Source: an optimization exercise on an open RTL-to-GDS flow (aim: small area, a short achievable clock period and few clock cycles per item). Production flows keep margins and buffers that such runs may drop. The RTL was checked by simulation tests, not by an equivalence proof against the original design.

==> flow/design.v (outline; a module is shown in full before it is edited, if it fits) <==
// module c2_dot5: 817 lines
// module c2_addn: 154 lines
// module c2_fa: 4 lines
// module c2_ha: 4 lines
// module lenet5_conv2: 350 lines
module lenet5_conv2 (
    input          clk               ,
    input          areset            ,
    input          i_run             ,
    output         o_idle            ,
    output         o_run             ,
    output         o_en_err          ,
    output         o_n_ready         ,
    output         o_ot_done         ,
    output         o_ot_valid        ,
    output [0 : 0] o_ot_ox_b_idx     ,
    output [2 : 0] o_ot_ox_t_idx     ,
    output [3 : 0] o_ot_oy_idx       ,
    output [1 : 0] o_ot_och_b_idx    ,
    output [31: 0] o_ot_och_t_otfmap ,
    output [8 : 0] b_o_infmap_addr   ,
    output         b_o_infmap_ce     ,
    output         b_o_infmap_we     ,
    input  [31: 0] b_i_infmap_q      ,
    output [8 : 0] b_o_weight_addr   ,
    output         b_o_weight_ce     ,
    output         b_o_weight_we     ,
    input  [39: 0] b_i_weight_q      ,
    output [3 : 0] b_o_bias_addr     ,
    output         b_o_bias_ce       ,
    output         b_o_bias_we       ,
    input  [15: 0] b_i_bias_q
);
  // ...
==> flow/flow/run.sh <==
#!/bin/bash
# The standard layout (standard.sh: ORFS synthesis to finish, unchanged),
# with a larger setup repair margin so that the resizer works on paths down
# to a 3.5 ns cycle instead of stopping at the 10 ns clock.  The clock and
# constraints are the standard flow's; only the repair target changes.  make's output
# goes to make.log here, each ORFS step's log to orfs/logs/.
set -euo pipefail
bash standard.sh SETUP_SLACK_MARGIN=6.5 finish > make.log 2>&1
==> flow/standard.sh <==
#!/bin/bash
# synth_recipe.tcl (not shown) runs the flow's synth.tcl, then flattens the netlist and writes it again
# the make line also repeats each setting of config.mk as NAME=value (left out here)
make -C /OpenROAD-flow-scripts/flow DESIGN_CONFIG=/design/flow/config.mk WORK_HOME=/design/flow/orfs CLKGATE_MAP_FILE= SYNTH_SCRIPT=/design/flow/synth_recipe.tcl "${@:-finish}"
==> flow/config.mk <==
export PLATFORM = sky130hd
export DESIGN_NAME = lenet5_conv2
export DESIGN_NICKNAME = lenet5_conv2
export VERILOG_FILES = /design/flow/design.v
export SDC_FILE = /design/flow/constraint.sdc
export NUM_CORES = 4
export LEC_CHECK = 0
export CAP_MARGIN = 20
export CORE_MARGIN = 2
export CORE_UTILIZATION = 45
export CTS_CLUSTER_DIAMETER = 80
export CTS_CLUSTER_SIZE = 20
export PLACE_DENSITY = 0.6
export SLEW_MARGIN = 20
export SYNTH_HIERARCHICAL = 1
export SYNTH_MINIMUM_KEEP_SIZE = 0
==> flow/constraint.sdc <==
create_clock -name core_clock -period 10.0 [get_ports {clk}]
set_input_delay 2.0000 -clock core_clock [delete_from_list [all_inputs] [get_ports {clk}]]
set_output_delay 2.0000 -clock core_clock [all_outputs]
set_load 0.01 [all_outputs]
==> summary.md, run 1 <==
| Metric | Value |
|---|---|
| Inverters | 270 |
| Multi-input gates | 8271 |
| Seq cells | 2286 |
| FF-to-FF setup slack | 6.28 ns |
| Final min period | 3.724 ns |
| Top class by area | multi-input gates |
| Worst Setup EP | u[8].acc_a[19] |
| Worst path top cell family by delay | adder cells |
| Core area | 326600 um2 |
| First-pass GRT wire length | 865.8 mm |
| Outcome | complete, no violations |
| TritonCTS Buffers | 165 |
| Nets | 14116 |
| Met3 global-route usage | 15.77% |
| Seq. cell area | 47220 um2 |
| Setup WS post-layout | 6.276 ns |
| Met2 usage in global routing | 54.13% |
| WS Path Type | flop to flop |
| # clk buffers | 201 |
| Clk latency of the worst-skew pair | 0.98 ns |
| CP startpoint kind | flop |
| CTS tree | done |
| Initial antenna violation count | 54 |
| Reg2reg path depth | 10 |
| Reg2reg start | u[8].cs2[8] |
| FF-to-FF End | u[8].acc_a[19] |
| Port bufs | 159 |
| Area post-placement | 142300 um2 |
| Drt wl/cell | 38.79 um |
| Worst Path Buf+Inv | 1 |
| Final ANT Viol Nets | 0 |
| Layout Cells excl Fill | 16317 |
| Layout area overhead | 7.146% |
| Max clock buf depth | 4 |
| Slew @ Worst Pin | 1.301 ns |
| RSZ-0062 raised after global routing | true |
| Ports | 167 |
Testbench counts, summed over its fixed seeds: cycles 231,312, images 48.
==> module c2_addn, before the edit <==
module c2_addn (
    input  [22:0] r0,
    input  [22:0] r1,
    input  [22:0] r2,
    input  [22:0] r3,
    input  [22:0] r4,
    output [22:0] s
);
wire afs1;
wire afc2;
wire ahs4;
wire ahc5;
wire afs7;
wire afc8;
wire afs10;
wire afc11;
wire ahs13;
wire ahc14;
wire afs16;
wire afc17;
wire afs19;
wire afc20;
wire afs22;
wire afc23;
wire afs25;
wire afc26;
wire afs28;
wire afc29;
wire afs31;
wire afc32;
wire afs34;
wire afc35;
wire afs37;
wire afc38;
wire afs40;
wire afc41;
wire afs43;
wire afc44;
wire afs46;
wire afc47;
wire afs49;
wire afc50;
wire afs52;
wire afc53;
wire afs55;
wire afc56;
wire afs58;
wire afc59;
wire afs61;
wire afc62;
wire afs64;
wire afc65;
wire afs67;
wire afc68;
wire afs70;
wire afc71;
wire afs73;
wire afc74;
wire afs76;
wire afc77;
wire afs79;
wire afc80;
wire afs82;
wire afc83;
wire afs85;
wire afc86;
wire afs88;
wire afc89;
wire afs91;
wire afc92;
wire afs94;
wire afc95;
wire afs97;
wire afc98;
wire afs100;
wire afc101;
wire afs103;
wire afc104;
wire afs106;
wire afc107;
wire afs109;
wire afc110;
wire afs112;
wire afc113;
wire afs115;
wire afc116;
wire afs118;
wire afc119;
wire afs121;
wire afc122;
wire afs124;
wire afc125;
wire afs127;
wire afc128;
wire afs130;
wire afc131;
wire afs133;
wire afc134;
wire afs136;
wire afc137;
wire ahs139;
wire ahc140;
wire afs142;
wire afc143;
c2_fa af3 (.a(r0[0]), .b(r1[0]), .c(r2[0]), .s(afs1), .co(afc2));
c2_ha ah6 (.a(r3[0]), .b(r4[0]), .s(ahs4), .co(ahc5));
c2_fa af9 (.a(r0[1]), .b(r1[1]), .c(r2[1]), .s(afs7), .co(afc8));
c2_fa af12 (.a(r3[1]), .b(r4[1]), .c(ahc5), .s(afs10), .co(afc11));
c2_ha ah15 (.a(afc2), .b(afs7), .s(ahs13), .co(ahc14));
c2_fa af18 (.a(r0[2]), .b(r1[2]), .c(r2[2]), .s(afs16), .co(afc17));
c2_fa af21 (.a(r3[2]), .b(r4[2]), .c(afc8), .s(afs19), .co(afc20));
c2_fa af24 (.a(afs16), .b(afc11), .c(ahc14), .s(afs22), .co(afc23));
c2_fa af27 (.a(r0[3]), .b(r1[3]), .c(r2[3]), .s(afs25), .co(afc26));
c2_fa af30 (.a(r3[3]), .b(r4[3]), .c(afc17), .s(afs28), .co(afc29));
c2_fa af33 (.a(afs25), .b(afc20), .c(afs28), .s(afs31), .co(afc32));
c2_fa af36 (.a(r0[4]), .b(r1[4]), .c(r2[4]), .s(afs34), .co(afc35));
c2_fa af39 (.a(r3[4]), .b(r4[4]), .c(afc26), .s(afs37), .co(afc38));
c2_fa af42 (.a(afs34), .b(afc29), .c(afs37), .s(afs40), .co(afc41));
c2_fa af45 (.a(r0[5]), .b(r1[5]), .c(r2[5]), .s(afs43), .co(afc44));
c2_fa af48 (.a(r3[5]), .b(r4[5]), .c(afc35), .s(afs46), .co(afc47));
c2_fa af51 (.a(afs43), .b(afc38), .c(afs46), .s(afs49), .co(afc50));
c2_fa af54 (.a(r0[6]), .b(r1[6]), .c(r2[6]), .s(afs52), .co(afc53));
c2_fa af57 (.a(r3[6]), .b(r4[6]), .c(afc44), .s(afs55), .co(afc56));
c2_fa af60 (.a(afs52), .b(afc47), .c(afs55), .s(afs58), .co(afc59));
c2_fa af63 (.a(r0[7]), .b(r1[7]), .c(r2[7]), .s(afs61), .co(afc62));
c2_fa af66 (.a(r3[7]), .b(r4[7]), .c(afc53), .s(afs64), .co(afc65));
c2_fa af69 (.a(afs61), .b(afc56), .c(afs64), .s(afs67), .co(afc68));
c2_fa af72 (.a(r0[8]), .b(r1[8]), .c(r2[8]), .s(afs70), .co(afc71));
c2_fa af75 (.a(r3[8]), .b(r4[8]), .c(afc62), .s(afs73), .co(afc74));
c2_fa af78 (.a(afs70), .b(afc65), .c(afs73), .s(afs76), .co(afc77));
c2_fa af81 (.a(r0[9]), .b(r1[9]), .c(r2[9]), .s(afs79), .co(afc80));
c2_fa af84 (.a(r3[9]), .b(r4[9]), .c(afc71), .s(afs82), .co(afc83));
c2_fa af87 (.a(afs79), .b(afc74), .c(afs82), .s(afs85), .co(afc86));
c2_fa af90 (.a(r0[10]), .b(r1[10]), .c(r2[10]), .s(afs88), .co(afc89));
c2_fa af93 (.a(r3[10]), .b(r4[10]), .c(afc80), .s(afs91), .co(afc92));
c2_fa af96 (.a(afs88), .b(afc83), .c(afs91), .s(afs94), .co(afc95));
c2_fa af99 (.a(r0[11]), .b(r1[11]), .c(r2[11]), .s(afs97), .co(afc98));
c2_fa af102 (.a(r3[11]), .b(r4[11]), .c(afc89), .s(afs100), .co(afc101));
c2_fa af105 (.a(afs97), .b(afc92), .c(afs100), .s(afs103), .co(afc104));
c2_fa af108 (.a(r0[12]), .b(r1[12]), .c(r2[12]), .s(afs106), .co(afc107));
c2_fa af111 (.a(r3[12]), .b(r4[12]), .c(afc98), .s(afs109), .co(afc110));
c2_fa af114 (.a(afs106), .b(afc101), .c(afs109), .s(afs112), .co(afc113));
c2_fa af117 (.a(r0[13]), .b(r1[13]), .c(r2[13]), .s(afs115), .co(afc116));
c2_fa af120 (.a(r3[13]), .b(r4[13]), .c(afc107), .s(afs118), .co(afc119));
c2_fa af123 (.a(afs115), .b(afc110), .c(afs118), .s(afs121), .co(afc122));
c2_fa af126 (.a(r0[14]), .b(r1[14]), .c(r2[14]), .s(afs124), .co(afc125));
c2_fa af129 (.a(r3[14]), .b(r4[14]), .c(afc116), .s(afs127), .co(afc128));
c2_fa af132 (.a(afs124), .b(afc119), .c(afs127), .s(afs130), .co(afc131));
c2_fa af135 (.a(r0[15]), .b(r1[15]), .c(r2[15]), .s(afs133), .co(afc134));
c2_fa af138 (.a(r3[15]), .b(afc125), .c(afs133), .s(afs136), .co(afc137));
c2_ha ah141 (.a(afc128), .b(afs136), .s(ahs139), .co(ahc140));
c2_fa af144 (.a(r0[16]), .b(afc134), .c(afc137), .s(afs142), .co(afc143));
assign s = {r0[22], r0[21], r0[20], r0[19], r0[18], r0[17], ahc140, afc131, afc122, afc113, afc104, afc95, afc86, afc77, afc68, afc59, afc50, afc41, afc32, afc23, afs19, afs10, afs1} + {1'b0, 1'b0, 1'b0, 1'b0, 1'b0, afc143, afs142, ahs139, afs130, afs121, afs112, afs103, afs94, afs85, afs76, afs67, afs58, afs49, afs40, afs31, afs22, ahs13, ahs4};
endmodule
==> run 2, diff against run 1 <==
--- a/flow/design.v
+++ b/flow/design.v
@@ -3,2 +3,3 @@
     input  [19:0] one, two, neg, negb,
+    input  [8:0]  nsum,
     input  [22:0] acc_in,
@@ -7,4 +8,3 @@
     output [22:0] r2,
-    output [22:0] r3,
-    output [22:0] r4
+    output [22:0] r3
 );
@@ -192,4 +192,4 @@
 wire fc182;
-wire fs184;
-wire fc185;
+wire hs184;
+wire hc185;
 wire fs187;
@@ -198,4 +198,4 @@
 wire fc191;
-wire fs193;
-wire fc194;
+wire hs193;
+wire hc194;
 wire fs196;
@@ -210,6 +210,6 @@
 wire fc209;
-wire fs211;
-wire fc212;
-wire hs214;
-wire hc215;
+wire hs211;
+wire hc212;
+wire fs214;
+wire fc215;
 wire fs217;
@@ -226,4 +226,4 @@
 wire fc233;
-wire hs235;
-wire hc236;
+wire fs235;
+wire fc236;
 wire fs238;
@@ -250,4 +250,4 @@
 wire fc269;
-wire hs271;
-wire hc272;
+wire fs271;
+wire fc272;
 wire fs274;
@@ -268,4 +268,4 @@
 wire fc296;
-wire fs298;
-wire fc299;
+wire hs298;
+wire hc299;
 wire fs301;
@@ -274,4 +274,4 @@
 wire fc305;
-wire hs307;
-wire hc308;
+wire fs307;
+wire fc308;
 wire fs310;
@@ -308,4 +308,4 @@
 wire fc356;
-wire hs358;
-wire hc359;
+wire fs358;
+wire fc359;
 wire fs361;
@@ -332,4 +332,4 @@
 wire fc392;
-wire fs394;
-wire fc395;
+wire hs394;
+wire hc395;
 wire fs397;
@@ -342,4 +342,4 @@
 wire fc407;
-wire hs409;
-wire hc410;
+wire fs409;
+wire fc410;
 wire fs412;
@@ -368,4 +368,4 @@
 wire fc446;
-wire fs448;
-wire fc449;
+wire hs448;
+wire hc449;
 wire fs451;
@@ -376,4 +376,4 @@
 wire fc458;
-wire hs460;
-wire hc461;
+wire fs460;
+wire fc461;
 wire fs463;
@@ -426,8 +426,8 @@
 wire fc533;
-wire fs535;
-wire fc536;
+wire hs535;
+wire hc536;
 wire fs538;
 wire fc539;
-wire hs541;
-wire hc542;
+wire fs541;
+wire fc542;
 wire fs544;
@@ -448,6 +448,6 @@
 wire fc566;
-wire fs568;
-wire fc569;
-wire hs571;
-wire hc572;
+wire hs568;
+wire hc569;
+wire fs571;
+wire fc572;
 wire fs574;
@@ -476,6 +476,6 @@
 wire fc608;
-wire hs610;
-wire hc611;
-wire fs613;
-wire fc614;
+wire fs610;
+wire fc611;
+wire hs613;
+wire hc614;
 wire fs616;
@@ -484,2 +484,8 @@
 wire fc620;
+wire fs622;
+wire fc623;
+wire fs625;
+wire fc626;
+wire hs628;
+wire hc629;
 assign pp1 = (one[0] & p0[0]) ^ neg[0];
@@ -664,154 +670,156 @@
 assign pp180 = ((one[19] & p4[7]) | (two[19] & p4[7])) ^ negb[19];
-c2_fa f183 (.a(neg[0]), .b(neg[4]), .c(neg[8]), .s(fs181), .co(fc182));
-c2_fa f186 (.a(neg[12]), .b(neg[16]), .c(acc_in[0]), .s(fs184), .co(fc185));
-c2_fa f189 (.a(pp1), .b(pp37), .c(pp73), .s(fs187), .co(fc188));
-c2_fa f192 (.a(acc_in[1]), .b(pp2), .c(pp38), .s(fs190), .co(fc191));
-c2_fa f195 (.a(pp74), .b(pp110), .c(pp146), .s(fs193), .co(fc194));
-c2_fa f198 (.a(neg[1]), .b(neg[5]), .c(neg[9]), .s(fs196), .co(fc197));
-c2_fa f201 (.a(neg[13]), .b(neg[17]), .c(acc_in[2]), .s(fs199), .co(fc200));
-c2_fa f204 (.a(pp3), .b(pp10), .c(pp39), .s(fs202), .co(fc203));
-c2_fa f207 (.a(pp46), .b(pp75), .c(pp82), .s(fs205), .co(fc206));
-c2_fa f210 (.a(pp111), .b(pp118), .c(pp147), .s(fs208), .co(fc209));
-c2_fa f213 (.a(pp154), .b(fs196), .c(fs199), .s(fs211), .co(fc212));
-c2_ha h216 (.a(fc191), .b(fc194), .s(hs214), .co(hc215));
-c2_fa f219 (.a(acc_in[3]), .b(pp4), .c(pp11), .s(fs217), .co(fc218));
-c2_fa f222 (.a(pp40), .b(pp47), .c(pp76), .s(fs220), .co(fc221));
-c2_fa f225 (.a(pp83), .b(pp112), .c(pp119), .s(fs223), .co(fc224));
-c2_fa f228 (.a(pp148), .b(pp155), .c(fc197), .s(fs226), .co(fc227));
-c2_fa f231 (.a(fc200), .b(fc203), .c(fc206), .s(fs229), .co(fc230));
-c2_fa f234 (.a(fc209), .b(fs217), .c(fs220), .s(fs232), .co(fc233));
-c2_ha h237 (.a(fs223), .b(hc215), .s(hs235), .co(hc236));
-c2_fa f240 (.a(neg[2]), .b(neg[6]), .c(neg[10]), .s(fs238), .co(fc239));
-c2_fa f243 (.a(neg[14]), .b(neg[18]), .c(acc_in[4]), .s(fs241), .co(fc242));
-c2_fa f246 (.a(pp5), .b(pp12), .c(pp19), .s(fs244), .co(fc245));
-c2_fa f249 (.a(pp41), .b(pp48), .c(pp55), .s(fs247), .co(fc248));
-c2_fa f252 (.a(pp77), .b(pp84), .c(pp91), .s(fs250), .co(fc251));
-c2_fa f255 (.a(pp113), .b(pp120), .c(pp127), .s(fs253), .co(fc254));
-c2_fa f258 (.a(pp149), .b(pp156), .c(pp163), .s(fs256), .co(fc257));
-c2_fa f261 (.a(fs238), .b(fs241), .c(fc218), .s(fs259), .co(fc260));
-c2_fa f264 (.a(fc221), .b(fc224), .c(fs244), .s(fs262), .co(fc263));
-c2_fa f267 (.a(fs247), .b(fs250), .c(fs253), .s(fs265), .co(fc266));
-c2_fa f270 (.a(fs256), .b(fc227), .c(hc236), .s(fs268), .co(fc269));
-c2_ha h273 (.a(fc230), .b(fc233), .s(hs271), .co(hc272));
-c2_fa f276 (.a(acc_in[5]), .b(pp6), .c(pp13), .s(fs274), .co(fc275));
-c2_fa f279 (.a(pp20), .b(pp42), .c(pp49), .s(fs277), .co(fc278));
-c2_fa f282 (.a(pp56), .b(pp78), .c(pp85), .s(fs280), .co(fc281));
-c2_fa f285 (.a(pp92), .b(pp114), .c(pp121), .s(fs283), .co(fc284));
-c2_fa f288 (.a(pp128), .b(pp150), .c(pp157), .s(fs286), .co(fc287));
-c2_fa f291 (.a(pp164), .b(fc239), .c(fc242), .s(fs289), .co(fc290));
-c2_fa f294 (.a(fc245), .b(fc248), .c(fc251), .s(fs292), .co(fc293));
-c2_fa f297 (.a(fc254), .b(fc257), .c(fs274), .s(fs295), .co(fc296));
-c2_fa f300 (.a(fs277), .b(fs280), .c(fs283), .s(fs298), .co(fc299));
-c2_fa f303 (.a(fs286), .b(fs289), .c(fc260), .s(fs301), .co(fc302));
-c2_fa f306 (.a(fc263), .b(fc266), .c(fs292), .s(fs304), .co(fc305));
-c2_ha h309 (.a(fs295), .b(fs298), .s(hs307), .co(hc308));
-c2_fa f312 (.a(neg[3]), .b(neg[7]), .c(neg[11]), .s(fs310), .co(fc311));
-c2_fa f315 (.a(neg[15]), .b(neg[19]), .c(acc_in[6]), .s(fs313), .co(fc314));
-c2_fa f318 (.a(pp7), .b(pp14), .c(pp21), .s(fs316), .co(fc317));
-c2_fa f321 (.a(pp28), .b(pp43), .c(pp50), .s(fs319), .co(fc320));
-c2_fa f324 (.a(pp57), .b(pp64), .c(pp79), .s(fs322), .co(fc323));
-c2_fa f327 (.a(pp86), .b(pp93), .c(pp100), .s(fs325), .co(fc326));
-c2_fa f330 (.a(pp115), .b(pp122), .c(pp129), .s(fs328), .co(fc329));
-c2_fa f333 (.a(pp136), .b(pp151), .c(pp158), .s(fs331), .co(fc332));
-c2_fa f336 (.a(pp165), .b(pp172), .c(fs310), .s(fs334), .co(fc335));
-c2_fa f339 (.a(fs313), .b(fc275), .c(fc278), .s(fs337), .co(fc338));
-c2_fa f342 (.a(fc281), .b(fc284), .c(fc287), .s(fs340), .co(fc341));
-c2_fa f345 (.a(fs316), .b(fs319), .c(fs322), .s(fs343), .co(fc344));
-c2_fa f348 (.a(fs325), .b(fs328), .c(fs331), .s(fs346), .co(fc347));
-c2_fa f351 (.a(fc290), .b(fs334), .c(fc293), .s(fs349), .co(fc350));
-c2_fa f354 (.a(fc296), .b(fc299), .c(fs337), .s(fs352), .co(fc353));
-c2_fa f357 (.a(fs340), .b(fs343), .c(fs346), .s(fs355), .co(fc356));
-c2_ha h360 (.a(hc308), .b(fc302), .s(hs358), .co(hc359));
-c2_fa f363 (.a(acc_in[7]), .b(pp8), .c(pp15), .s(fs361), .co(fc362));
-c2_fa f366 (.a(pp22), .b(pp29), .c(pp44), .s(fs364), .co(fc365));
-c2_fa f369 (.a(pp51), .b(pp58), .c(pp65), .s(fs367), .co(fc368));
-c2_fa f372 (.a(pp80), .b(pp87), .c(pp94), .s(fs370), .co(fc371));
-c2_fa f375 (.a(pp101), .b(pp116), .c(pp123), .s(fs373), .co(fc374));
-c2_fa f378 (.a(pp130), .b(pp137), .c(pp152), .s(fs376), .co(fc377));
-c2_fa f381 (.a(pp159), .b(pp166), .c(pp173), .s(fs379), .co(fc380));
-c2_fa f384 (.a(fc311), .b(fc314), .c(fc317), .s(fs382), .co(fc383));
-c2_fa f387 (.a(fc320), .b(fc323), .c(fc326), .s(fs385), .co(fc386));
-c2_fa f390 (.a(fc329), .b(fc332), .c(fs361), .s(fs388), .co(fc389));
-c2_fa f393 (.a(fs364), .b(fs367), .c(fs370), .s(fs391), .co(fc392));
-c2_fa f396 (.a(fs373), .b(fs376), .c(fs379), .s(fs394), .co(fc395));
-c2_fa f399 (.a(fc335), .b(fc338), .c(fc341), .s(fs397), .co(fc398));
-c2_fa f402 (.a(fc344), .b(fc347), .c(fs382), .s(fs400), .co(fc401));
-c2_fa f405 (.a(fs385), .b(fs388), .c(fs391), .s(fs403), .co(fc404));
-c2_fa f408 (.a(fs394), .b(fc350), .c(fc353), .s(fs406), .co(fc407));
-c2_ha h411 (.a(fs397), .b(fc356), .s(hs409), .co(hc410));
-c2_fa f414 (.a(acc_in[8]), .b(pp9), .c(pp16), .s(fs412), .co(fc413));
-c2_fa f417 (.a(pp23), .b(pp30), .c(pp45), .s(fs415), .co(fc416));
-c2_fa f420 (.a(pp52), .b(pp59), .c(pp66), .s(fs418), .co(fc419));
-c2_fa f423 (.a(pp81), .b(pp88), .c(pp95), .s(fs421), .co(fc422));
-c2_fa f426 (.a(pp102), .b(pp117), .c(pp124), .s(fs424), .co(fc425));
-c2_fa f429 (.a(pp131), .b(pp138), .c(pp153), .s(fs427), .co(fc428));
-c2_fa f432 (.a(pp160), .b(pp167), .c(pp174), .s(fs430), .co(fc431));
-c2_fa f435 (.a(fc362), .b(fc365), .c(fc368), .s(fs433), .co(fc434));
-c2_fa f438 (.a(fc371), .b(fc374), .c(fc377), .s(fs436), .co(fc437));
-c2_fa f441 (.a(fc380), .b(fs412), .c(fs415), .s(fs439), .co(fc440));
-c2_fa f444 (.a(fs418), .b(fs421), .c(fs424), .s(fs442), .co(fc443));
-c2_fa f447 (.a(fs427), .b(fs430), .c(fc383), .s(fs445), .co(fc446));
-c2_fa f450 (.a(fc386), .b(fc389), .c(fc392), .s(fs448), .co(fc449));
-c2_fa f453 (.a(fc395), .b(fs433), .c(fs436), .s(fs451), .co(fc452));
-c2_fa f456 (.a(fs439), .b(fs442), .c(fc398), .s(fs454), .co(fc455));
-c2_fa f459 (.a(fc401), .b(fs445), .c(fc404), .s(fs457), .co(fc458));
-c2_ha h462 (.a(fs448), .b(fs451), .s(hs460), .co(hc461));
-c2_fa f465 (.a(acc_in[9]), .b(pp17), .c(pp24), .s(fs463), .co(fc464));
-c2_fa f468 (.a(pp31), .b(pp53), .c(pp60), .s(fs466), .co(fc467));
-c2_fa f471 (.a(pp67), .b(pp89), .c(pp96), .s(fs469), .co(fc470));
-c2_fa f474 (.a(pp103), .b(pp125), .c(pp132), .s(fs472), .co(fc473));
-c2_fa f477 (.a(pp139), .b(pp161), .c(pp168), .s(fs475), .co(fc476));
-c2_fa f480 (.a(pp175), .b(fc413), .c(fc416), .s(fs478), .co(fc479));
-c2_fa f483 (.a(fc419), .b(fc422), .c(fc425), .s(fs481), .co(fc482));
-c2_fa f486 (.a(fc428), .b(fc431), .c(fs463), .s(fs484), .co(fc485));
-c2_fa f489 (.a(fs466), .b(fs469), .c(fs472), .s(fs487), .co(fc488));
-c2_fa f492 (.a(fs475), .b(fc434), .c(fc437), .s(fs490), .co(fc491));
-c2_fa f495 (.a(fc440), .b(fc443), .c(fs478), .s(fs493), .co(fc494));
-c2_fa f498 (.a(fs481), .b(fs484), .c(fs487), .s(fs496), .co(fc497));
-c2_fa f501 (.a(fc446), .b(fc449), .c(fc452), .s(fs499), .co(fc500));
-c2_fa f504 (.a(fs490), .b(fs493), .c(fs496), .s(fs502), .co(fc503));
-c2_fa f507 (.a(acc_in[10]), .b(pp18), .c(pp25), .s(fs505), .co(fc506));
-c2_fa f510 (.a(pp32), .b(pp54), .c(pp61), .s(fs508), .co(fc509));
-c2_fa f513 (.a(pp68), .b(pp90), .c(pp97), .s(fs511), .co(fc512));
-c2_fa f516 (.a(pp104), .b(pp126), .c(pp133), .s(fs514), .co(fc515));
-c2_fa f519 (.a(pp140), .b(pp162), .c(pp169), .s(fs517), .co(fc518));
-c2_fa f522 (.a(pp176), .b(fc464), .c(fc467), .s(fs520), .co(fc521));
+c2_fa f183 (.a(nsum[0]), .b(acc_in[0]), .c(pp1), .s(fs181), .co(fc182));
+c2_ha h186 (.a(pp37), .b(pp73), .s(hs184), .co(hc185));
+c2_fa f189 (.a(nsum[1]), .b(acc_in[1]), .c(pp2), .s(fs187), .co(fc188));
+c2_fa f192 (.a(pp38), .b(pp74), .c(pp110), .s(fs190), .co(fc191));
+c2_ha h195 (.a(pp146), .b(hc185), .s(hs193), .co(hc194));
+c2_fa f198 (.a(nsum[2]), .b(acc_in[2]), .c(pp3), .s(fs196), .co(fc197));
+c2_fa f201 (.a(pp10), .b(pp39), .c(pp46), .s(fs199), .co(fc200));
+c2_fa f204 (.a(pp75), .b(pp82), .c(pp111), .s(fs202), .co(fc203));
+c2_fa f207 (.a(pp118), .b(pp147), .c(pp154), .s(fs205), .co(fc206));
+c2_fa f210 (.a(hc194), .b(fc188), .c(fc191), .s(fs208), .co(fc209));
+c2_ha h213 (.a(fs196), .b(fs199), .s(hs211), .co(hc212));
+c2_fa f216 (.a(nsum[3]), .b(acc_in[3]), .c(pp4), .s(fs214), .co(fc215));
+c2_fa f219 (.a(pp11), .b(pp40), .c(pp47), .s(fs217), .co(fc218));
+c2_fa f222 (.a(pp76), .b(pp83), .c(pp112), .s(fs220), .co(fc221));
+c2_fa f225 (.a(pp119), .b(pp148), .c(pp155), .s(fs223), .co(fc224));
+c2_fa f228 (.a(fc197), .b(fc200), .c(fc203), .s(fs226), .co(fc227));
+c2_fa f231 (.a(fc206), .b(fs214), .c(fs217), .s(fs229), .co(fc230));
+c2_fa f234 (.a(fs220), .b(fs223), .c(hc212), .s(fs232), .co(fc233));
+c2_fa f237 (.a(nsum[4]), .b(acc_in[4]), .c(pp5), .s(fs235), .co(fc236));
+c2_fa f240 (.a(pp12), .b(pp19), .c(pp41), .s(fs238), .co(fc239));
+c2_fa f243 (.a(pp48), .b(pp55), .c(pp77), .s(fs241), .co(fc242));
+c2_fa f246 (.a(pp84), .b(pp91), .c(pp113), .s(fs244), .co(fc245));
+c2_fa f249 (.a(pp120), .b(pp127), .c(pp149), .s(fs247), .co(fc248));
+c2_fa f252 (.a(pp156), .b(pp163), .c(fc215), .s(fs250), .co(fc251));
+c2_fa f255 (.a(fc218), .b(fc221), .c(fc224), .s(fs253), .co(fc254));
+c2_fa f258 (.a(fs235), .b(fs238), .c(fs241), .s(fs256), .co(fc257));
+c2_fa f261 (.a(fs244), .b(fs247), .c(fc227), .s(fs259), .co(fc260));
+c2_fa f264 (.a(fc230), .b(fs250), .c(fs253), .s(fs262), .co(fc263));
+c2_fa f267 (.a(nsum[5]), .b(acc_in[5]), .c(pp6), .s(fs265), .co(fc266));
+c2_fa f270 (.a(pp13), .b(pp20), .c(pp42), .s(fs268), .co(fc269));
+c2_fa f273 (.a(pp49), .b(pp56), .c(pp78), .s(fs271), .co(fc272));
+c2_fa f276 (.a(pp85), .b(pp92), .c(pp114), .s(fs274), .co(fc275));
+c2_fa f279 (.a(pp121), .b(pp128), .c(pp150), .s(fs277), .co(fc278));
+c2_fa f282 (.a(pp157), .b(pp164), .c(fc236), .s(fs280), .co(fc281));
+c2_fa f285 (.a(fc239), .b(fc242), .c(fc245), .s(fs283), .co(fc284));
+c2_fa f288 (.a(fc248), .b(fs265), .c(fs268), .s(fs286), .co(fc287));
+c2_fa f291 (.a(fs271), .b(fs274), .c(fs277), .s(fs289), .co(fc290));
+c2_fa f294 (.a(fc251), .b(fc254), .c(fc257), .s(fs292), .co(fc293));
+c2_fa f297 (.a(fs280), .b(fs283), .c(fs286), .s(fs295), .co(fc296));
+c2_ha h300 (.a(fs289), .b(fc260), .s(hs298), .co(hc299));
+c2_fa f303 (.a(nsum[6]), .b(acc_in[6]), .c(pp7), .s(fs301), .co(fc302));
+c2_fa f306 (.a(pp14), .b(pp21), .c(pp28), .s(fs304), .co(fc305));
+c2_fa f309 (.a(pp43), .b(pp50), .c(pp57), .s(fs307), .co(fc308));
+c2_fa f312 (.a(pp64), .b(pp79), .c(pp86), .s(fs310), .co(fc311));
+c2_fa f315 (.a(pp93), .b(pp100), .c(pp115), .s(fs313), .co(fc314));
+c2_fa f318 (.a(pp122), .b(pp129), .c(pp136), .s(fs316), .co(fc317));
+c2_fa f321 (.a(pp151), .b(pp158), .c(pp165), .s(fs319), .co(fc320));
+c2_fa f324 (.a(pp172), .b(fc266), .c(fc269), .s(fs322), .co(fc323));
+c2_fa f327 (.a(fc272), .b(fc275), .c(fc278), .s(fs325), .co(fc326));
+c2_fa f330 (.a(fs301), .b(fs304), .c(fs307), .s(fs328), .co(fc329));
+c2_fa f333 (.a(fs310), .b(fs313), .c(fs316), .s(fs331), .co(fc332));
+c2_fa f336 (.a(fs319), .b(fc281), .c(fc284), .s(fs334), .co(fc335));
+c2_fa f339 (.a(fc287), .b(fc290), .c(fs322), .s(fs337), .co(fc338));
+c2_fa f342 (.a(fs325), .b(fs328), .c(fs331), .s(fs340), .co(fc341));
+c2_fa f345 (.a(fc293), .b(fs334), .c(fc296), .s(fs343), .co(fc344));
+c2_fa f348 (.a(nsum[7]), .b(acc_in[7]), .c(pp8), .s(fs346), .co(fc347));
+c2_fa f351 (.a(pp15), .b(pp22), .c(pp29), .s(fs349), .co(fc350));
+c2_fa f354 (.a(pp44), .b(pp51), .c(pp58), .s(fs352), .co(fc353));
+c2_fa f357 (.a(pp65), .b(pp80), .c(pp87), .s(fs355), .co(fc356));
+c2_fa f360 (.a(pp94), .b(pp101), .c(pp116), .s(fs358), .co(fc359));
+c2_fa f363 (.a(pp123), .b(pp130), .c(pp137), .s(fs361), .co(fc362));
+c2_fa f366 (.a(pp152), .b(pp159), .c(pp166), .s(fs364), .co(fc365));
+c2_fa f369 (.a(pp173), .b(fc302), .c(fc305), .s(fs367), .co(fc368));
+c2_fa f372 (.a(fc308), .b(fc311), .c(fc314), .s(fs370), .co(fc371));
+c2_fa f375 (.a(fc317), .b(fc320), .c(fs346), .s(fs373), .co(fc374));
+c2_fa f378 (.a(fs349), .b(fs352), .c(fs355), .s(fs376), .co(fc377));
+c2_fa f381 (.a(fs358), .b(fs361), .c(fs364), .s(fs379), .co(fc380));
+c2_fa f384 (.a(fc323), .b(fc326), .c(fc329), .s(fs382), .co(fc383));
+c2_fa f387 (.a(fc332), .b(fs367), .c(fs370), .s(fs385), .co(fc386));
+c2_fa f390 (.a(fs373), .b(fs376), .c(fs379), .s(fs388), .co(fc389));
+c2_fa f393 (.a(fc335), .b(fc338), .c(fc341), .s(fs391), .co(fc392));
+c2_ha h396 (.a(fs382), .b(fs385), .s(hs394), .co(hc395));
+c2_fa f399 (.a(nsum[8]), .b(acc_in[8]), .c(pp9), .s(fs397), .co(fc398));
+c2_fa f402 (.a(pp16), .b(pp23), .c(pp30), .s(fs400), .co(fc401));
+c2_fa f405 (.a(pp45), .b(pp52), .c(pp59), .s(fs403), .co(fc404));
+c2_fa f408 (.a(pp66), .b(pp81), .c(pp88), .s(fs406), .co(fc407));
+c2_fa f411 (.a(pp95), .b(pp102), .c(pp117), .s(fs409), .co(fc410));
+c2_fa f414 (.a(pp124), .b(pp131), .c(pp138), .s(fs412), .co(fc413));
+c2_fa f417 (.a(pp153), .b(pp160), .c(pp167), .s(fs415), .co(fc416));
+c2_fa f420 (.a(pp174), .b(fc347), .c(fc350), .s(fs418), .co(fc419));
+c2_fa f423 (.a(fc353), .b(fc356), .c(fc359), .s(fs421), .co(fc422));
+c2_fa f426 (.a(fc362), .b(fc365), .c(fs397), .s(fs424), .co(fc425));
+c2_fa f429 (.a(fs400), .b(fs403), .c(fs406), .s(fs427), .co(fc428));
+c2_fa f432 (.a(fs409), .b(fs412), .c(fs415), .s(fs430), .co(fc431));
+c2_fa f435 (.a(fc368), .b(fc371), .c(fc374), .s(fs433), .co(fc434));
+c2_fa f438 (.a(fc377), .b(fc380), .c(fs418), .s(fs436), .co(fc437));
+c2_fa f441 (.a(fs421), .b(fs424), .c(fs427), .s(fs439), .co(fc440));
+c2_fa f444 (.a(fs430), .b(fc383), .c(fc386), .s(fs442), .co(fc443));
+c2_fa f447 (.a(fc389), .b(fs433), .c(fs436), .s(fs445), .co(fc446));
+c2_ha h450 (.a(fs439), .b(hc395), .s(hs448), .co(hc449));
+c2_fa f453 (.a(acc_in[9]), .b(pp17), .c(pp24), .s(fs451), .co(fc452));
+c2_fa f456 (.a(pp31), .b(pp53), .c(pp60), .s(fs454), .co(fc455));
+c2_fa f459 (.a(pp67), .b(pp89), .c(pp96), .s(fs457), .co(fc458));
+c2_fa f462 (.a(pp103), .b(pp125), .c(pp132), .s(fs460), .co(fc461));
+c2_fa f465 (.a(pp139), .b(pp161), .c(pp168), .s(fs463), .co(fc464));
+c2_fa f468 (.a(pp175), .b(fc398), .c(fc401), .s(fs466), .co(fc467));
+c2_fa f471 (.a(fc404), .b(fc407), .c(fc410), .s(fs469), .co(fc470));
+c2_fa f474 (.a(fc413), .b(fc416), .c(fs451), .s(fs472), .co(fc473));
+c2_fa f477 (.a(fs454), .b(fs457), .c(fs460), .s(fs475), .co(fc476));
+c2_fa f480 (.a(fs463), .b(fc419), .c(fc422), .s(fs478), .co(fc479));
+c2_fa f483 (.a(fc425), .b(fc428), .c(fc431), .s(fs481), .co(fc482));
+c2_fa f486 (.a(fs466), .b(fs469), .c(fs472), .s(fs484), .co(fc485));
+c2_fa f489 (.a(fs475), .b(fc434), .c(fc437), .s(fs487), .co(fc488));
+c2_fa f492 (.a(fs478), .b(fc440), .c(fs481), .s(fs490), .co(fc491));
+c2_fa f495 (.a(fs484), .b(fc443), .c(hc449), .s(fs493), .co(fc494));
+c2_fa f498 (.a(acc_in[10]), .b(pp18), .c(pp25), .s(fs496), .co(fc497));
+c2_fa f501 (.a(pp32), .b(pp54), .c(pp61), .s(fs499), .co(fc500));
+c2_fa f504 (.a(pp68), .b(pp90), .c(pp97), .s(fs502), .co(fc503));
+c2_fa f507 (.a(pp104), .b(pp126), .c(pp133), .s(fs505), .co(fc506));
+c2_fa f510 (.a(pp140), .b(pp162), .c(pp169), .s(fs508), .co(fc509));
+c2_fa f513 (.a(pp176), .b(fc452), .c(fc455), .s(fs511), .co(fc512));
+c2_fa f516 (.a(fc458), .b(fc461), .c(fc464), .s(fs514), .co(fc515));
+c2_fa f519 (.a(fs496), .b(fs499), .c(fs502), .s(fs517), .co(fc518));
+c2_fa f522 (.a(fs505), .b(fs508), .c(fc467), .s(fs520), .co(fc521));
 c2_fa f525 (.a(fc470), .b(fc473), .c(fc476), .s(fs523), .co(fc524));
-c2_fa f528 (.a(fs505), .b(fs508), .c(fs511), .s(fs526), .co(fc527));
-c2_fa f531 (.a(fs514), .b(fs517), .c(fc479), .s(fs529), .co(fc530));
-c2_fa f534 (.a(fc482), .b(fc485), .c(fc488), .s(fs532), .co(fc533));
-c2_fa f537 (.a(fs520), .b(fs523), .c(fs526), .s(fs535), .co(fc536));
-c2_fa f540 (.a(fc491), .b(fc494), .c(fs529), .s(fs538), .co(fc539));
-c2_ha h543 (.a(fc497), .b(fs532), .s(hs541), .co(hc542));
-c2_fa f546 (.a(acc_in[11]), .b(pp26), .c(pp33), .s(fs544), .co(fc545));
-c2_fa f549 (.a(pp62), .b(pp69), .c(pp98), .s(fs547), .co(fc548));
-c2_fa f552 (.a(pp105), .b(pp134), .c(pp141), .s(fs550), .co(fc551));
-c2_fa f555 (.a(pp170), .b(pp177), .c(fc506), .s(fs553), .co(fc554));
-c2_fa f558 (.a(fc509), .b(fc512), .c(fc515), .s(fs556), .co(fc557));
-c2_fa f561 (.a(fc518), .b(fs544), .c(fs547), .s(fs559), .co(fc560));
-c2_fa f564 (.a(fs550), .b(fc521), .c(fc524), .s(fs562), .co(fc563));
-c2_fa f567 (.a(fc527), .b(fs553), .c(fs556), .s(fs565), .co(fc566));
-c2_fa f570 (.a(fs559), .b(fc530), .c(fc533), .s(fs568), .co(fc569));
-c2_ha h573 (.a(fs562), .b(fc536), .s(hs571), .co(hc572));
-c2_fa f576 (.a(acc_in[12]), .b(pp27), .c(pp34), .s(fs574), .co(fc575));
-c2_fa f579 (.a(pp63), .b(pp70), .c(pp99), .s(fs577), .co(fc578));
-c2_fa f582 (.a(pp106), .b(pp135), .c(pp142), .s(fs580), .co(fc581));
-c2_fa f585 (.a(pp171), .b(pp178), .c(fc545), .s(fs583), .co(fc584));
-c2_fa f588 (.a(fc548), .b(fc551), .c(fs574), .s(fs586), .co(fc587));
-c2_fa f591 (.a(fs577), .b(fs580), .c(fc554), .s(fs589), .co(fc590));
-c2_fa f594 (.a(fc557), .b(fc560), .c(fs583), .s(fs592), .co(fc593));
-c2_fa f597 (.a(fs586), .b(fc563), .c(fc566), .s(fs595), .co(fc596));
+c2_fa f528 (.a(fs511), .b(fs514), .c(fs517), .s(fs526), .co(fc527));
+c2_fa f531 (.a(fc479), .b(fc482), .c(fs520), .s(fs529), .co(fc530));
+c2_fa f534 (.a(fc485), .b(fs523), .c(fs526), .s(fs532), .co(fc533));
+c2_ha h537 (.a(fc488), .b(fc491), .s(hs535), .co(hc536));
+c2_fa f540 (.a(acc_in[11]), .b(pp26), .c(pp33), .s(fs538), .co(fc539));
+c2_fa f543 (.a(pp62), .b(pp69), .c(pp98), .s(fs541), .co(fc542));
+c2_fa f546 (.a(pp105), .b(pp134), .c(pp141), .s(fs544), .co(fc545));
+c2_fa f549 (.a(pp170), .b(pp177), .c(fc497), .s(fs547), .co(fc548));
+c2_fa f552 (.a(fc500), .b(fc503), .c(fc506), .s(fs550), .co(fc551));
+c2_fa f555 (.a(fc509), .b(fs538), .c(fs541), .s(fs553), .co(fc554));
+c2_fa f558 (.a(fs544), .b(fc512), .c(fc515), .s(fs556), .co(fc557));
+c2_fa f561 (.a(fc518), .b(fs547), .c(fs550), .s(fs559), .co(fc560));
+c2_fa f564 (.a(fs553), .b(fc521), .c(fc524), .s(fs562), .co(fc563));
+c2_fa f567 (.a(fs556), .b(fc527), .c(fs559), .s(fs565), .co(fc566));
+c2_ha h570 (.a(fc530), .b(fs562), .s(hs568), .co(hc569));
+c2_fa f573 (.a(acc_in[12]), .b(pp27), .c(pp34), .s(fs571), .co(fc572));
+c2_fa f576 (.a(pp63), .b(pp70), .c(pp99), .s(fs574), .co(fc575));
+c2_fa f579 (.a(pp106), .b(pp135), .c(pp142), .s(fs577), .co(fc578));
+c2_fa f582 (.a(pp171), .b(pp178), .c(fc539), .s(fs580), .co(fc581));
+c2_fa f585 (.a(fc542), .b(fc545), .c(fs571), .s(fs583), .co(fc584));
+c2_fa f588 (.a(fs574), .b(fs577), .c(fc548), .s(fs586), .co(fc587));
+c2_fa f591 (.a(fc551), .b(fc554), .c(fs580), .s(fs589), .co(fc590));
+c2_fa f594 (.a(fs583), .b(fc557), .c(fc560), .s(fs592), .co(fc593));
+c2_fa f597 (.a(fs586), .b(fs589), .c(fc563), .s(fs595), .co(fc596));
 c2_fa f600 (.a(acc_in[13]), .b(pp35), .c(pp71), .s(fs598), .co(fc599));
 c2_fa f603 (.a(pp107), .b(pp143), .c(pp179), .s(fs601), .co(fc602));
-c2_fa f606 (.a(fc575), .b(fc578), .c(fc581), .s(fs604), .co(fc605));
-c2_fa f609 (.a(fs598), .b(fs601), .c(fc584), .s(fs607), .co(fc608));
-c2_ha h612 (.a(fc587), .b(fs604), .s(hs610), .co(hc611));
-c2_fa f615 (.a(acc_in[14]), .b(pp36), .c(pp72), .s(fs613), .co(fc614));
-c2_fa f618 (.a(pp108), .b(pp144), .c(pp180), .s(fs616), .co(fc617));
-c2_fa f621 (.a(fc599), .b(fc602), .c(fs613), .s(fs619), .co(fc620));
-assign r0 = {acc_in[22], acc_in[21], acc_in[20], acc_in[19], acc_in[18], acc_in[17], acc_in[16], acc_in[15], fs616, fc590, fs589, fs565, fs535, hc461, hc410, fs400, fc305, hc272, fs259, fc212, fs202, fc182, pp109};
-assign r1 = {1'b0, 1'b0, 1'b0, 1'b0, 1'b0, 1'b0, 1'b0, fc614, fc605, fc593, fs592, hc542, fc500, fc455, fc407, fs403, fs349, fc269, fs262, fs226, fs205, fc185, pp145};
-assign r2 = {1'b0, 1'b0, 1'b0, 1'b0, 1'b0, 1'b0, 1'b0, fc617, hc611, fs607, hc572, fc539, fs538, fc458, fs454, hc359, fs352, fs301, fs265, fs229, fs208, fc188, fs181};
-assign r3 = {1'b0, 1'b0, 1'b0, 1'b0, 1'b0, 1'b0, 1'b0, fc620, fc608, fc596, fc569, fs568, fc503, fs499, fs457, fs406, fs355, fs304, fs268, fs232, fs211, fs190, fs184};
-assign r4 = {1'b0, 1'b0, 1'b0, 1'b0, 1'b0, 1'b0, 1'b0, 1'b0, fs619, hs610, fs595, hs571, hs541, fs502, hs460, hs409, hs358, hs307, hs271, hs235, hs214, fs193, fs187};
+c2_fa f606 (.a(fc572), .b(fc575), .c(fc578), .s(fs604), .co(fc605));
+c2_fa f609 (.a(fs598), .b(fs601), .c(fc581), .s(fs607), .co(fc608));
+c2_fa f612 (.a(fc584), .b(fs604), .c(fc587), .s(fs610), .co(fc611));
+c2_ha h615 (.a(fc590), .b(fs607), .s(hs613), .co(hc614));
+c2_fa f618 (.a(acc_in[14]), .b(pp36), .c(pp72), .s(fs616), .co(fc617));
+c2_fa f621 (.a(pp108), .b(pp144), .c(pp180), .s(fs619), .co(fc620));
+c2_fa f624 (.a(fc599), .b(fc602), .c(fs616), .s(fs622), .co(fc623));
+c2_fa f627 (.a(fs619), .b(fc605), .c(fs622), .s(fs625), .co(fc626));
+c2_ha h630 (.a(acc_in[15]), .b(fc617), .s(hs628), .co(hc629));
+assign r0 = {acc_in[22], acc_in[21], acc_in[20], acc_in[19], acc_in[18], acc_in[17], acc_in[16], fc620, fc608, fc593, fc566, fc533, fs529, fc446, fc392, fs388, fs337, fc263, fs256, fc209, fs202, fc182, pp109};
+assign r1 = {1'b0, 1'b0, 1'b0, 1'b0, 1'b0, 1'b0, hc629, fc623, hc614, fs610, fs592, fs565, fs532, fs487, fs442, fc344, fs340, fs292, fc233, fs226, fs205, fs187, pp145};
+assign r2 = {1'b0, 1'b0, 1'b0, 1'b0, 1'b0, 1'b0, 1'b0, fc626, fc611, fc596, hc569, hc536, fc494, fs490, fs445, fs391, hc299, fs295, fs259, fs229, fs208, fs190, fs181};
+assign r3 = {1'b0, 1'b0, 1'b0, 1'b0, 1'b0, 1'b0, 1'b0, hs628, fs625, hs613, fs595, hs568, hs535, fs493, hs448, hs394, fs343, hs298, fs262, fs232, hs211, hs193, hs184};
 endmodule
@@ -822,3 +830,2 @@
     input  [22:0] r3,
-    input  [22:0] r4,
     output [22:0] s
@@ -827,10 +834,10 @@
 wire afc2;
-wire ahs4;
-wire ahc5;
-wire afs7;
-wire afc8;
+wire afs4;
+wire afc5;
+wire ahs7;
+wire ahc8;
 wire afs10;
 wire afc11;
-wire ahs13;
-wire ahc14;
+wire afs13;
+wire afc14;
 wire afs16;
@@ -889,83 +896,35 @@
 wire afc95;
-wire afs97;
-wire afc98;
-wire afs100;
-wire afc101;
-wire afs103;
-wire afc104;
-wire afs106;
-wire afc107;
-wire afs109;
-wire afc110;
-wire afs112;
-wire afc113;
-wire afs115;
-wire afc116;
-wire afs118;
-wire afc119;
-wire afs121;
-wire afc122;
-wire afs124;
-wire afc125;
-wire afs127;
-wire afc128;
-wire afs130;
-wire afc131;
-wire afs133;
-wire afc134;
-wire afs136;
-wire afc137;
-wire ahs139;
-wire ahc140;
-wire afs142;
-wire afc143;
 c2_fa af3 (.a(r0[0]), .b(r1[0]), .c(r2[0]), .s(afs1), .co(afc2));
-c2_ha ah6 (.a(r3[0]), .b(r4[0]), .s(ahs4), .co(ahc5));
-c2_fa af9 (.a(r0[1]), .b(r1[1]), .c(r2[1]), .s(afs7), .co(afc8));
-c2_fa af12 (.a(r3[1]), .b(r4[1]), .c(ahc5), .s(afs10), .co(afc11));
-c2_ha ah15 (.a(afc2), .b(afs7), .s(ahs13), .co(ahc14));
-c2_fa af18 (.a(r0[2]), .b(r1[2]), .c(r2[2]), .s(afs16), .co(afc17));
-c2_fa af21 (.a(r3[2]), .b(r4[2]), .c(afc8), .s(afs19), .co(afc20));
-c2_fa af24 (.a(afs16), .b(afc11), .c(ahc14), .s(afs22), .co(afc23));
-c2_fa af27 (.a(r0[3]), .b(r1[3]), .c(r2[3]), .s(afs25), .co(afc26));
-c2_fa af30 (.a(r3[3]), .b(r4[3]), .c(afc17), .s(afs28), .co(afc29));
-c2_fa af33 (.a(afs25), .b(afc20), .c(afs28), .s(afs31), .co(afc32));
-c2_fa af36 (.a(r0[4]), .b(r1[4]), .c(r2[4]), .s(afs34), .co(afc35));
-c2_fa af39 (.a(r3[4]), .b(r4[4]), .c(afc26), .s(afs37), .co(afc38));
-c2_fa af42 (.a(afs34), .b(afc29), .c(afs37), .s(afs40), .co(afc41));
-c2_fa af45 (.a(r0[5]), .b(r1[5]), .c(r2[5]), .s(afs43), .co(afc44));
-c2_fa af48 (.a(r3[5]), .b(r4[5]), .c(afc35), .s(afs46), .co(afc47));
-c2_fa af51 (.a(afs43), .b(afc38), .c(afs46), .s(afs49), .co(afc50));
-c2_fa af54 (.a(r0[6]), .b(r1[6]), .c(r2[6]), .s(afs52), .co(afc53));
-c2_fa af57 (.a(r3[6]), .b(r4[6]), .c(afc44), .s(afs55), .co(afc56));
-c2_fa af60 (.a(afs52), .b(afc47), .c(afs55), .s(afs58), .co(afc59));
-c2_fa af63 (.a(r0[7]), .b(r1[7]), .c(r2[7]), .s(afs61), .co(afc62));
-c2_fa af66 (.a(r3[7]), .b(r4[7]), .c(afc53), .s(afs64), .co(afc65));
-c2_fa af69 (.a(afs61), .b(afc56), .c(afs64), .s(afs67), .co(afc68));
-c2_fa af72 (.a(r0[8]), .b(r1[8]), .c(r2[8]), .s(afs70), .co(afc71));
-c2_fa af75 (.a(r3[8]), .b(r4[8]), .c(afc62), .s(afs73), .co(afc74));
-c2_fa af78 (.a(afs70), .b(afc65), .c(afs73), .s(afs76), .co(afc77));
-c2_fa af81 (.a(r0[9]), .b(r1[9]), .c(r2[9]), .s(afs79), .co(afc80));
-c2_fa af84 (.a(r3[9]), .b(r4[9]), .c(afc71), .s(afs82), .co(afc83));
-c2_fa af87 (.a(afs79), .b(afc74), .c(afs82), .s(afs85), .co(afc86));
-c2_fa af90 (.a(r0[10]), .b(r1[10]), .c(r2[10]), .s(afs88), .co(afc89));
-c2_fa af93 (.a(r3[10]), .b(r4[10]), .c(afc80), .s(afs91), .co(afc92));
-c2_fa af96 (.a(afs88), .b(afc83), .c(afs91), .s(afs94), .co(afc95));
-c2_fa af99 (.a(r0[11]), .b(r1[11]), .c(r2[11]), .s(afs97), .co(afc98));
-c2_fa af102 (.a(r3[11]), .b(r4[11]), .c(afc89), .s(afs100), .co(afc101));
-c2_fa af105 (.a(afs97), .b(afc92), .c(afs100), .s(afs103), .co(afc104));
-c2_fa af108 (.a(r0[12]), .b(r1[12]), .c(r2[12]), .s(afs106), .co(afc107));
-c2_fa af111 (.a(r3[12]), .b(r4[12]), .c(afc98), .s(afs109), .co(afc110));
-c2_fa af114 (.a(afs106), .b(afc101), .c(afs109), .s(afs112), .co(afc113));
-c2_fa af117 (.a(r0[13]), .b(r1[13]), .c(r2[13]), .s(afs115), .co(afc116));
-c2_fa af120 (.a(r3[13]), .b(r4[13]), .c(afc107), .s(afs118), .co(afc119));
-c2_fa af123 (.a(afs115), .b(afc110), .c(afs118), .s(afs121), .co(afc122));
-c2_fa af126 (.a(r0[14]), .b(r1[14]), .c(r2[14]), .s(afs124), .co(afc125));
-c2_fa af129 (.a(r3[14]), .b(r4[14]), .c(afc116), .s(afs127), .co(afc128));
-c2_fa af132 (.a(afs124), .b(afc119), .c(afs127), .s(afs130), .co(afc131));
-c2_fa af135 (.a(r0[15]), .b(r1[15]), .c(r2[15]), .s(afs133), .co(afc134));
-c2_fa af138 (.a(r3[15]), .b(afc125), .c(afs133), .s(afs136), .co(afc137));
-c2_ha ah141 (.a(afc128), .b(afs136), .s(ahs139), .co(ahc140));
-c2_fa af144 (.a(r0[16]), .b(afc134), .c(afc137), .s(afs142), .co(afc143));
-assign s = {r0[22], r0[21], r0[20], r0[19], r0[18], r0[17], ahc140, afc131, afc122, afc113, afc104, afc95, afc86, afc77, afc68, afc59, afc50, afc41, afc32, afc23, afs19, afs10, afs1} + {1'b0, 1'b0, 1'b0, 1'b0, 1'b0, afc143, afs142, ahs139, afs130, afs121, afs112, afs103, afs94, afs85, afs76, afs67, afs58, afs49, afs40, afs31, afs22, ahs13, ahs4};
+c2_fa af6 (.a(r0[1]), .b(r1[1]), .c(r2[1]), .s(afs4), .co(afc5));
+c2_ha ah9 (.a(r3[1]), .b(afc2), .s(ahs7), .co(ahc8));
+c2_fa af12 (.a(r0[2]), .b(r1[2]), .c(r2[2]), .s(afs10), .co(afc11));
+c2_fa af15 (.a(r3[2]), .b(afc5), .c(afs10), .s(afs13), .co(afc14));
+c2_fa af18 (.a(r0[3]), .b(r1[3]), .c(r2[3]), .s(afs16), .co(afc17));
+c2_fa af21 (.a(r3[3]), .b(afc11), .c(afs16), .s(afs19), .co(afc20));
+c2_fa af24 (.a(r0[4]), .b(r1[4]), .c(r2[4]), .s(afs22), .co(afc23));
+c2_fa af27 (.a(r3[4]), .b(afc17), .c(afs22), .s(afs25), .co(afc26));
+c2_fa af30 (.a(r0[5]), .b(r1[5]), .c(r2[5]), .s(afs28), .co(afc29));
+c2_fa af33 (.a(r3[5]), .b(afc23), .c(afs28), .s(afs31), .co(afc32));
+c2_fa af36 (.a(r0[6]), .b(r1[6]), .c(r2[6]), .s(afs34), .co(afc35));
+c2_fa af39 (.a(r3[6]), .b(afc29), .c(afs34), .s(afs37), .co(afc38));
+c2_fa af42 (.a(r0[7]), .b(r1[7]), .c(r2[7]), .s(afs40), .co(afc41));
+c2_fa af45 (.a(r3[7]), .b(afc35), .c(afs40), .s(afs43), .co(afc44));
+c2_fa af48 (.a(r0[8]), .b(r1[8]), .c(r2[8]), .s(afs46), .co(afc47));
+c2_fa af51 (.a(r3[8]), .b(afc41), .c(afs46), .s(afs49), .co(afc50));
+c2_fa af54 (.a(r0[9]), .b(r1[9]), .c(r2[9]), .s(afs52), .co(afc53));
+c2_fa af57 (.a(r3[9]), .b(afc47), .c(afs52), .s(afs55), .co(afc56));
+c2_fa af60 (.a(r0[10]), .b(r1[10]), .c(r2[10]), .s(afs58), .co(afc59));
+c2_fa af63 (.a(r3[10]), .b(afc53), .c(afs58), .s(afs61), .co(afc62));
+c2_fa af66 (.a(r0[11]), .b(r1[11]), .c(r2[11]), .s(afs64), .co(afc65));
+c2_fa af69 (.a(r3[11]), .b(afc59), .c(afs64), .s(afs67), .co(afc68));
+c2_fa af72 (.a(r0[12]), .b(r1[12]), .c(r2[12]), .s(afs70), .co(afc71));
+c2_fa af75 (.a(r3[12]), .b(afc65), .c(afs70), .s(afs73), .co(afc74));
+c2_fa af78 (.a(r0[13]), .b(r1[13]), .c(r2[13]), .s(afs76), .co(afc77));
+c2_fa af81 (.a(r3[13]), .b(afc71), .c(afs76), .s(afs79), .co(afc80));
+c2_fa af84 (.a(r0[14]), .b(r1[14]), .c(r2[14]), .s(afs82), .co(afc83));
+c2_fa af87 (.a(r3[14]), .b(afc77), .c(afs82), .s(afs85), .co(afc86));
+c2_fa af90 (.a(r0[15]), .b(r1[15]), .c(r2[15]), .s(afs88), .co(afc89));
+c2_fa af93 (.a(r3[15]), .b(afc83), .c(afs88), .s(afs91), .co(afc92));
+c2_fa af96 (.a(r0[16]), .b(r1[16]), .c(afc89), .s(afs94), .co(afc95));
+assign s = {r0[22], r0[21], r0[20], r0[19], r0[18], r0[17], afc92, afc86, afc80, afc74, afc68, afc62, afc56, afc50, afc44, afc38, afc32, afc26, afc20, afc14, ahc8, afs4, r3[0]} + {1'b0, 1'b0, 1'b0, 1'b0, 1'b0, afc95, afs94, afs91, afs85, afs79, afs73, afs67, afs61, afs55, afs49, afs43, afs37, afs31, afs25, afs19, afs13, ahs7, afs1};
 endmodule
@@ -1173,2 +1132,3 @@
 reg [15:0] bias_r;
+reg [8:0]  bo_nsum;      
 integer t, k;
@@ -1188,2 +1148,7 @@
     bias_r <= b_i_bias_q;
+    bo_nsum <= {2'b0, b_i_weight_q[ 7], 1'b0, b_i_weight_q[ 5], 1'b0, b_i_weight_q[ 3], 1'b0, b_i_weight_q[ 1]}
+             + {2'b0, b_i_weight_q[15], 1'b0, b_i_weight_q[13], 1'b0, b_i_weight_q[11], 1'b0, b_i_weight_q[ 9]}
+             + {2'b0, b_i_weight_q[23], 1'b0, b_i_weight_q[21], 1'b0, b_i_weight_q[19], 1'b0, b_i_weight_q[17]}
+             + {2'b0, b_i_weight_q[31], 1'b0, b_i_weight_q[29], 1'b0, b_i_weight_q[27], 1'b0, b_i_weight_q[25]}
+             + {2'b0, b_i_weight_q[39], 1'b0, b_i_weight_q[37], 1'b0, b_i_weight_q[35], 1'b0, b_i_weight_q[33]};
 end
@@ -1225,4 +1190,4 @@
 for (gx = 0; gx < 10; gx = gx + 1) begin : u
-    reg  [22:0] cs0, cs1, cs2, cs3, cs4, acc_a, acc_b, acc_c;
-    wire [22:0] t0, t1, t2, t3, t4, t_sum;
+    reg  [22:0] cs0, cs1, cs2, cs3, acc_a, acc_b, acc_c;
+    wire [22:0] t0, t1, t2, t3, t_sum;
     c2_dot5 u_t (
@@ -1234,7 +1199,8 @@
         .one (bo_one), .two (bo_two), .neg (bo_neg), .negb (bo_negb),
+        .nsum (bo_nsum),
         .acc_in (acc_c),
-        .r0 (t0), .r1 (t1), .r2 (t2), .r3 (t3), .r4 (t4)
+        .r0 (t0), .r1 (t1), .r2 (t2), .r3 (t3)
     );
     c2_addn u_a (
-        .r0 (cs0), .r1 (cs1), .r2 (cs2), .r3 (cs3), .r4 (cs4),
+        .r0 (cs0), .r1 (cs1), .r2 (cs2), .r3 (cs3),
         .s  (t_sum)
@@ -1243,6 +1209,5 @@
         cs0   <= t0;
-        cs1   <= t1 & 23'h00ffff;
+        cs1   <= t1 & 23'h01ffff;
         cs2   <= t2 & 23'h00ffff;
         cs3   <= t3 & 23'h00ffff;
-        cs4   <= t4 & 23'h007fff;
         acc_a <= t_sum;
--- a/flow/config.mk
+++ b/flow/config.mk
@@ -9,6 +9,4 @@
 export CORE_MARGIN = 2
-export CORE_UTILIZATION = 45
-export CTS_CLUSTER_DIAMETER = 80
-export CTS_CLUSTER_SIZE = 20
-export PLACE_DENSITY = 0.6
+export CORE_UTILIZATION = 40
+export PLACE_DENSITY = 0.5
 export SLEW_MARGIN = 20
==> run 2 against run 1 <==
  * Register-to-register slack worse by 0.14 ns
  * Critical path type unchanged
  * First-iteration DRC count is 3.6% higher
  * Wire length is 9.9% higher
  * Critical endpoint is now u[5].cs3[9]
  * Count of clock-buffer cells in the layout is 151 higher
==> summary.md, run 2 <==
| Metric | Value |
|---|---|
| Outcome | complete, no violations |
| Ports | 167 (unchanged) |
| CP required | 10.95 ns |
| Mapped cell area | 141700 um2 |
| Drt wl/cell | 41.04 um (+5.8%) |
| Vias in the first global route | 109461 |
| Setup_tns | 0 ns |
| Final min period | 3.862 ns (+0.1381 ns) |
| Layout area overhead | 15.62% |
| Placed insts | 15761 |
| CTS tree | done |
| Final clock skew | 0.1070 ns |
| Starting Density | 40.18% |
| Crit end category | flop |
| Post-Syn Area per Cell | 11.40 um2 |
| Via count | 108875 |
| HP Class | flop to flop |
| TritonCTS Buffers | 263 (+59%) |
| Slew @ Worst Pin | 1.169 ns (-0.1315 ns) |
| Number of fill cells in the layout | 31550 |
| Final Hold Viols | 0 |
| CP startpoint kind | flop |
| Commonest non-fill, non-tap cell in the layout | dfxtp_1 |
| Max Transition Viols Final | 0 |
| Mapped Cells | 12428 |
| Final Routed Wirelength | 695.4 mm |
| Cell Rows | 218 |
| Max cap viols | 0 |
| Die height | 599.2 um |
| RSZ-0062 raised after global routing | true |
| Max-slew headroom | 22.07% |
| Core area | 352700 um2 (+8.0%) |
| Clock transition at path regs | 0.06 ns |
| Final Cycle Share | 38.62% |
| Commonest non-fill, non-tap cells in the layout | dfxtp_1, xnor2_1, fa_1, a22oi_1, nand2_1 |
| Chip width | 599.2 um |
| Final ANT Viol Nets | 0 (unchanged) |
| Clk latency of the worst-skew pair | 1.00 ns (+0.02 ns) |
| Via-to-Cell Ratio | 6.426 |
| CTS Sinks | 2155 |
| Port bufs | 159 (unchanged) |
| First-pass GRT wire length | 923.4 mm (+6.6%) |
| Layout Cells excl Fill | 16944 (+3.8%) |
| Largest net degree at the start of global routing | 103 |
| Total congestion overflow | 0 |
| Die area | 359000 um2 |
| Critical Path AT | 4.81 ns |
| Fmax | 258.9 MHz |
| Initial DRC count | 17152 |
| Largest fanout on the critical path | 7 |
| GRT Resource Usage Total | 37.81% |
| Initial antenna violation count | 70 (+30%) |
| Routability Congestion | 0.9500 |
| Nets | 14134 (+0.13%) |
| Yosys warnings | 11 |
| WS Path Type | flop to flop |
| CTS root buffer | clkbuf_16 |
| DR pass1 iterations | 14 |
| Max clock buf depth | 4 (unchanged) |
| DRC viols | 0 |
| H-tree depth reported by CTS | 5 |
| HPWL after detailed placement | 360.0 mm |
| Setup violation total in the final timing report | 0 |
| Layout cells sized above 1 | 21.15% |
## run 2: worst paths after layout
check | start | cells past startpoint | to | slack (ns)
hold reg to reg | u[1].acc_c[16] | 0 | u[1].cs0[16] | 0.31
setup reg to reg | bo_one[10] | 11 | u[5].cs3[9] | 6.14
setup / recovery | bo_one[10] | 11 | u[5].cs3[9] | 6.14
hold / removal | u[1].acc_c[16] | 0 | u[1].cs0[16] | 0.31
## run 2: metrics by stage
stage,area [um2],util (%),setup slack [ns],hold WS (ns)
2_1_floorplan,142100,-,5.962,0.3096
3_3_place_gp,138500,39.27,4.995,0.3098
3_5_place_dp,138600,39.29,4.982,0.3121
4_1_cts,159700,45.29,6.340,0.3131
5_1_grt,163700,46.42,6.203,0.3182
6_report,163800,46.45,6.138,0.3110
## run 2: metal layers
layer / GRT usage, % / up-vias / share of wire (%)
met5: 1.711 / - / 0.20
met4: 29.92 / 72 / 10
met3: 19.39 / 3862 / 15
met2: 52.73 / 10270 / 40
met1: 43.23 / 54609 / 34
li1: - / 40062 / -
## run 2: layout make-up
type	count	area [um2]	area share, %
sequential	2155	44590	27.22
timing repair buffer	1036	16260	9.928
inverter	291	1105	0.6744
clock buffer	352	7517	4.589
tap	4730	5918	3.613
multi-input combinational	8189	86490	52.80
clock inverter	122	1768	1.079
antenna	69	172.7	0.1054
## run 2: worst max-delay path: stages (launching register included)
cell     delay (ns)
dfxtp_4        0.57
buf_16         0.24
buf_6          0.13
buf_16         0.15
a22oi_2        0.09
xnor2_1        0.29
fa_1           0.52
fa_2           0.41
fa_1           0.52
ha_4           0.19
ha_4           0.15
fa_2           0.51
## run 2: what timing repair did
item,CTS,global route
endpoints found under the setup margin,622,267
gates resized for setup,1199,562
pin swaps,234,385
gates cloned,105,18
hold buffers,0,0
setup buffers,403,114
Testbench counts of run 2, summed over its fixed seeds: cycles 231,312, images 48.

==> afterwards: timing with drivers on the ports <==
In the flow no input, the clock included, has a driving cell. The finished layouts below were timed again as built, in two steps.
Step 1 assumes that a clkbuf_16 drives the clock port and a buf_2 every other input.
Step 2 times the ports against the registers' clock, not the clock port: input delays grow and output delays shrink by t, the midpoint of the rising clock arrivals with the driver on.
a / b / c = ideal ports / drivers / drivers and shift; a / b = the first two.
| run | shift t [ns] | setup slack, ns | worst data-port slew with drivers (ns) | cell pins on the clock port's net |
|---|---|---|---|---|
| run 1 | 1.044 | 6.276 / 6.276 / 6.135 | 0.13 | 1 |
| run 2 | 1.069 | 6.138 / 6.138 / 5.549 | 0.07 | 1 |
After both steps setup and hold are still met in every run listed. For run 2, which loses most, drivers alone change the setup slack by 0.000 ns; drivers and shift together by -0.589 ns.
